Background: an optimization exercise with open tools, aiming at small area. Do not read the settings as production practice. The RTL was checked by simulation tests, not by an equivalence proof against the original design.

===== design/flow/constraint.sdc =====
create_clock -name core_clock -period 8.5 [get_ports {clk}]
set_input_delay 1.7000 -clock core_clock [delete_from_list [all_inputs] [get_ports {clk}]]
set_output_delay 1.7000 -clock core_clock [all_outputs]
set_load 0.01 [all_outputs]

===== design/flow/design.v =====
`default_nettype none
module fp_mult (
    input  var logic        clk,
    input  var logic        rst,
    input  var logic        valid_i,
    input  var logic [31:0] num_a_i,
    input  var logic [31:0] num_b_i,
    output var logic [31:0] num_o,
    output var logic        valid_o
);
localparam int unsigned W_MANT     = 23;
localparam int unsigned W_MANT_EXT = W_MANT + 1;
localparam int unsigned W_MULT     = W_MANT_EXT * 2;
localparam int unsigned W_MULT_IDX = $clog2(W_MULT);
localparam int unsigned W_EXP      = 8;
localparam logic [7:0]  BIAS       = 127;
localparam logic [7:0]  LOWEST_SUM = BIAS - 8'(W_MANT_EXT);
logic                  sign_a;
logic                  sign_b;
logic                  res_sign;
logic [W_EXP-1:0]      exponent_a;
logic [W_EXP-1:0]      exponent_b;
logic [W_MANT-1:0]     mantissa_a;
logic [W_MANT-1:0]     mantissa_b;
logic [W_MANT_EXT-1:0] mantissa_ext_a;
logic [W_MANT_EXT-1:0] mantissa_ext_b;
logic [W_MULT-1:0]     mult_res_full;
logic [W_EXP-1:0]      raw_exponent_sum;
logic [W_EXP-1:0]      bias_adjust_sum;
logic [4:0]            subnormal_shift;
logic                  exp_all_high;
logic                  exp_all_low;
logic                  res_sign_p1;
logic [W_EXP-1:0]      raw_exponent_sum_p1;
logic                  exp_all_low_p1;
logic                  exp_all_high_p1;
logic [W_EXP-1:0]      exponent_sum;
logic                  exponent_overflow;
logic                  exponent_underflow;
logic [W_MULT-1:0]     mult_res_full_p1;
logic [4:0]            subnormal_shift_p1;
logic [W_EXP-1:0]      bias_adjust_sum_p1;
logic                  prev_ones;
logic [W_MULT-1:0]     pri_onehot;
logic [W_MULT_IDX-1:0] normalize_shamt;
logic                  valid_p1;
logic                  res_sign_p2;
logic [W_EXP-1:0]      raw_exponent_sum_p2;
logic [W_EXP-1:0]      exponent_sum_p2;
logic                  exponent_overflow_p2;
logic                  exponent_underflow_p2;
logic [W_EXP-1:0]      res_exponent;
logic [W_MANT-1:0]     res_mantissa;
logic [W_MULT-1:0]     mult_res_full_p2;
logic [4:0]            subnormal_shift_p2;
logic [W_MULT_IDX-1:0] normalize_shamt_p2;
logic [W_MULT-1:0]     mult_res_shifted;
always_comb begin
    { sign_a, exponent_a, mantissa_a } = num_a_i;
    { sign_b, exponent_b, mantissa_b } = num_b_i;
    if (exponent_a != '0)
        mantissa_ext_a = { 1'b1, mantissa_a };
    else
        mantissa_ext_a = { 1'b0, mantissa_a };
    if (exponent_b != '0)
        mantissa_ext_b = { 1'b1, mantissa_b };
    else
        mantissa_ext_b = { 1'b0, mantissa_b };
    mult_res_full      = mantissa_ext_a * mantissa_ext_b;
    raw_exponent_sum   = exponent_a + exponent_b;
    bias_adjust_sum    = raw_exponent_sum - BIAS;
    subnormal_shift    = 5'(23'd127 - raw_exponent_sum);
    exp_all_high       =  exponent_a[7] &&  exponent_b[7];
    exp_all_low        = !exponent_a[7] && !exponent_b[7];
    res_sign           = sign_a ^ sign_b;
end
always_ff @(posedge clk)
    if (valid_i) begin
        mult_res_full_p1    <= mult_res_full;
        raw_exponent_sum_p1 <= raw_exponent_sum;
        bias_adjust_sum_p1  <= bias_adjust_sum;
        subnormal_shift_p1  <= subnormal_shift;
        exp_all_high_p1     <= exp_all_high;
        exp_all_low_p1      <= exp_all_low;
        res_sign_p1         <= res_sign;
    end
always_ff @(posedge clk)
    if (rst)
        valid_p1 <= '0;
    else
        valid_p1 <= valid_i;
always_comb begin
    for (int i = W_MULT-1; i >= 0; i--) begin
        prev_ones = '0;
        for (int j = W_MULT-1; j > i; j--)
            prev_ones |= mult_res_full_p1[j];
        pri_onehot[i] = mult_res_full_p1[i] && !prev_ones;
    end
    normalize_shamt = '0;
    for (int unsigned i = 0; i < W_MULT; i++)
        if (pri_onehot[W_MULT-1-i])
            normalize_shamt |= W_MULT_IDX'(i);
    exponent_sum       = bias_adjust_sum_p1 + 8'(mult_res_full_p1[47]);
    exponent_overflow  = exp_all_high_p1 && (!exponent_sum[7] || exponent_sum == '1);
    exponent_underflow = exp_all_low_p1  && (bias_adjust_sum_p1[7] || exponent_sum == '0);
end
always_ff @(posedge clk)
    if (valid_p1) begin
        normalize_shamt_p2    <= normalize_shamt;
        exponent_sum_p2       <= exponent_sum;
        exponent_overflow_p2  <= exponent_overflow;
        exponent_underflow_p2 <= exponent_underflow;
        mult_res_full_p2      <= mult_res_full_p1;
        raw_exponent_sum_p2   <= raw_exponent_sum_p1;
        subnormal_shift_p2    <= subnormal_shift_p1;
        res_sign_p2           <= res_sign_p1;
    end
always_ff @(posedge clk)
    if (rst)
        valid_o <= '0;
    else
        valid_o <= valid_p1;
always_comb begin
    mult_res_shifted = '0;
    if (exponent_overflow_p2) begin
        res_exponent = 8'b11111110;
        res_mantissa = '1;
    end else if (exponent_underflow_p2) begin
        res_exponent = '0;
        if (raw_exponent_sum_p2 > LOWEST_SUM)
            res_mantissa = 23'(mult_res_full_p2[W_MULT-1-:W_MANT_EXT] >> subnormal_shift_p2);
        else
            res_mantissa = '0;
    end else begin
        res_exponent = exponent_sum_p2;
        mult_res_shifted = mult_res_full_p2 << normalize_shamt_p2;
        res_mantissa     = mult_res_shifted[W_MULT-2-:W_MANT];
    end
    num_o = { res_sign_p2, res_exponent, res_mantissa };
end
endmodule
`resetall

===== design/flow/run.sh =====
#!/bin/bash
# synth_recipe.tcl (not shown) runs the flow's synth.tcl, then flattens the netlist and writes it again
# the make line also repeats each setting of config.mk as NAME=value (left out here)
make -C /OpenROAD-flow-scripts/flow DESIGN_CONFIG=/design/flow/config.mk WORK_HOME=/design/flow/orfs CLKGATE_MAP_FILE= SYNTH_SCRIPT=/design/flow/synth_recipe.tcl finish

===== design/flow/config.mk =====
export PLATFORM = sky130hd
export DESIGN_NAME = fp_mult
export DESIGN_NICKNAME = fp_mult
export VERILOG_FILES = /design/flow/design.v
export SDC_FILE = /design/flow/constraint.sdc
export NUM_CORES = 4
export LEC_CHECK = 0
export CAP_MARGIN = 20
export CORE_MARGIN = 2
export CORE_UTILIZATION = 40
export SLEW_MARGIN = 20

==> flow_summary.json <==
{
  "drc": 0,
  "cp_common_cell": "fa_1",
  "numCtsBuffers": 17,
  "crit_buf_inv": 7,
  "finalMaxSlewViolations": 0,
  "placed_area_um2": 31000,
  "clkTransAtPathRegs_ns": 0.06,
  "clock_latency_ns": 0.44,
  "firstDrtPassIters": 5,
  "place_ws_ns": -1.12,
  "dp.final_hpwl_um": 60800,
  "hold_slack_ns": 0.417,
  "drive_gt1_share_pct": 11.9,
  "setup.worst_path.class": "in -> reg",
  "synthToLayoutAreaGrowth_pct": 16.2,
  "vias": 20600,
  "synth_area_leader_cell": "fa_1",
  "drv_cap": 0,
  "drt-total-wl_um": 71300,
  "critPathLaunchType": "input port",
  "initial_utilization_pct": 40.6,
  "overflow": 0,
  "path_delay_family": "adder cells",
  "final_area_um2": 31800,
  "maxSlewHeadroom_pct": 35.5,
  "ant_nets": 0,
  "synth_area_leaders": "fa_1 (35%), edfxtp_1 (16%), ha_1 (8.5%)",
  "core_um2": 67500,
  "synth-seq-cells": 145,
  "min_path_type": "reg -> reg",
  "fill_cells": 6296,
  "clock_skew_ns": 0.0146,
  "synth_area_um2": 27400,
  "dieHeight_um": 266,
  "dieArea_um2": 70600,
  "rows": 95,
  "synth_cell_types": 75,
  "slowest_stage": "fa_1",
  "wire_per_inst_um": 18.1,
  "finalHoldViolCount": 0,
  "netlist_instances": 2856,
  "synth-edff-count": 143,
  "cts_root_buf": "clkbuf_16",
  "yosysTopAreaCellShare_pct": 35.3,
  "drt_iter0_markers": 1188,
  "mappedNetlistNets": 3592,
  "ys.warnings.count": 1,
  "clk_path_buf_depth": 2,
  "cp_data_arrival_time_ns": 8.43,
  "syn_area_per_cell_um2": 9.59,
  "worstMarginPinSlew_ns": 0.968,
  "die_w_um": 266,
  "gp_congestion": 0.946,
  "cts.sinks": 145,
  "synth_seq_area_share_pct": 15.8,
  "avgViaCountPerCell": 5.24,
  "final_util_pct": 47.2,
  "async_flop_share_pct": 0,
  "layout_setup_ws_ns": 0.242,
  "slowest_delay_ns": 0.58,
  "antenna_found_initial": 0,
  "grt_pass1_wl_um": 118000,
  "status": "complete, no violations",
  "max_freq_mhz": 121,
  "tns_ns": 0,
  "num-nets-final": 3788,
  "io_buffer_count": 99,
  "regArea_um2": 4340,
  "grt.total_usage_pct": 20.8,
  "grt_pass1_vias": 22500,
  "crit_fanout": 13,
  "synth_flop_cell": "edfxtp_1",
  "grt_max_degree": 74,
  "top_level_ports": 100,
  "fin_crit_ns": 8.26,
  "fin_crit_sh_pct": 97.2,
  "holdBufCountCts": 0,
  "cts.htree.levels": 4,
  "cp.required_ns": 8.68,
  "cp-end-kind": "flip-flop",
  "cts_tree": "yes",
  "setup_viol": 0,
  "multi_input_area_um2": 20700
}
[final timing paths]
check	from	end	slack, ns	depth (start not counted)
max reg2reg	mult_res_full_p1[47]$_DFFE_PP_	normalize_shamt_p2[0]$_SDFFCE_PP1P_	5.68	7
min	raw_exponent_sum_p1[4]$_DFFE_PP_	raw_exponent_sum_p2[4]$_DFFE_PP_	0.42	0
max	num_b_i[0]	mult_res_full_p1[47]$_DFFE_PP_	0.24	25
min reg2reg	raw_exponent_sum_p1[4]$_DFFE_PP_	raw_exponent_sum_p2[4]$_DFFE_PP_	0.42	0
[through the flow]
| step | cells |
|---|---|
| global placement | 3905 |
| detailed placement | 3905 |
| finish | 3939 |
| floorplan | 2856 |
| CTS | 3938 |
| global route | 3938 |
[layout by cell type, fill, tap and decap left out, types with 17 or more instances in the layout]
master / count
a211oi_1: 26
a21o_1: 27
a21oi_1: 91
a31oi_1: 17
and2_1: 194
buf_12: 32
buf_4: 188
clkbuf_16: 17
clkdlybuf4s50_1: 86
edfxtp_1: 143
fa_1: 481
ha_1: 180
inv_1: 528
mux2i_1: 72
mux4_2: 48
nand2_1: 465
nand3_1: 19
nor2_1: 82
nor2b_1: 17
nor3_1: 24
o21ai_0: 50
xnor2_1: 41
xor2_1: 20
[synthesized netlist by cell type (4+ instances only)]
cell        n
clkbuf_1  132
and2_1    195
o22ai_1     5
o21ai_0    51
o21ai_1     5
o221ai_1   12
nand3_1    20
mux4_2     48
xor2_1     20
nor2b_1    17
a211oi_1   28
a21o_1     27
buf_2      11
nor3_1     24
fa_1      483
o31ai_1     4
mux2_2     13
nand4_1     9
buf_1       4
nand3b_1    4
nor3b_1     5
or4_1       5
nand2_1   466
mux2i_1    72
nand2b_1    6
a211o_1     4
a31oi_1    17
nor2_1     82
a221oi_1    4
o211ai_1    6
edfxtp_1  143
a21oi_1    95
inv_1     528
o21bai_1   13
xnor2_1    41
and3_1      6
ha_1      186
nor4_1     13
[cell type report]
class | instances | share of cell area [%]
Tap cell | 873 | 3.43
Clock inverter | 14 | 0.464
Clock buffer | 18 | 1.35
Antenna cell | 1 | 0.00786
Multi-Input combinational cell | 2030 | 65.0
Sequential cell | 145 | 13.6
Inverter | 532 | 6.27
Timing Repair Buffer | 326 | 9.90
[sequential cells by signal, summed over array words and instances (netlist names)]
| signal | count |
|---|---|
| valid_p1 | 1 |
| res_sign_p2 | 1 |
| subnormal_shift_p2 | 5 |
| raw_exponent_sum_p1 | 5 |
| bias_adjust_sum_p1 | 8 |
| exponent_sum_p2 | 8 |
| valid_o | 1 |
| normalize_shamt_p2 | 6 |
| mult_res_full_p2 | 48 |
| mult_res_full_p1 | 48 |
| exponent_underflow_p2 | 1 |
| exponent_overflow_p2 | 1 |
| exp_all_high_p1 | 1 |
| raw_exponent_sum_p2 | 5 |
| subnormal_shift_p1 | 4 |
| res_sign_p1 | 1 |
| exp_all_low_p1 | 1 |
[routing by layer]
| metal | track usage [%] | routed length, um | up-vias |
|---|---|---|---|
| met5 | 0 | 0 | - |
| met4 | 4.42 | 1260 | 0 |
| met3 | 2.43 | 2810 | 97 |
| met2 | 36.5 | 35700 | 493 |
| met1 | 27.8 | 31600 | 10600 |
| li1 | - | - | 9475 |
[kinds of logic (layout without fill, tap and decap cells)]
group / after synthesis / in the layout / share of synthesized area [%]
AND/OR/NAND/NOR: 863 / 863 / 14.6
other: 0 / 1 / 0
flip-flops: 145 / 145 / 15.8
adder cells (fa/ha/maj): 669 / 669 / 43.8
XOR/XNOR: 61 / 61 / 1.95
multiplexers: 133 / 133 / 7.11
AO/OA/AOI/OAI: 304 / 304 / 7.28
buffers and inverters: 681 / 890 / 9.40
[timing repair]
item / 4_1_cts / 5_1_grt
endpoints found under the hold margin: 0 / 0
setup buffers: 1 / 1
pin swaps: 7 / 25
setup endpoints to repair: 6 / 10
gates resized for setup: 11 / 42

## port drivers added, routing unchanged
Ports are ideal in the flow. The routed layout listed here was re-timed in OpenROAD. Step 1 sets driving cells, clkbuf_16 on the clock port and buf_2 on the other inputs (assumed; they add their load-dependent delay and slew). Step 2 moves the port delays by t, midway between the first and last clock arrival at a register: inputs arrive t later, outputs are due t later. That takes back most of the time a late clock gives input paths. Three values: ideal ports, drivers, drivers and shift; two values: the first two.
t, ns: 0.480
setup WS [ns]: 0.242 / 0.268 / -0.212
latest minus earliest clock arrival (ns): 0.015 / 0.016
worst register clock-pin slew, ns: 0.07 / 0.07
pins driven straight from the clock port: 1
Met with ideal ports but missed after step 2: setup timing in this run. For this run, drivers alone change the setup slack by +0.026 ns; drivers and shift together by -0.454 ns.
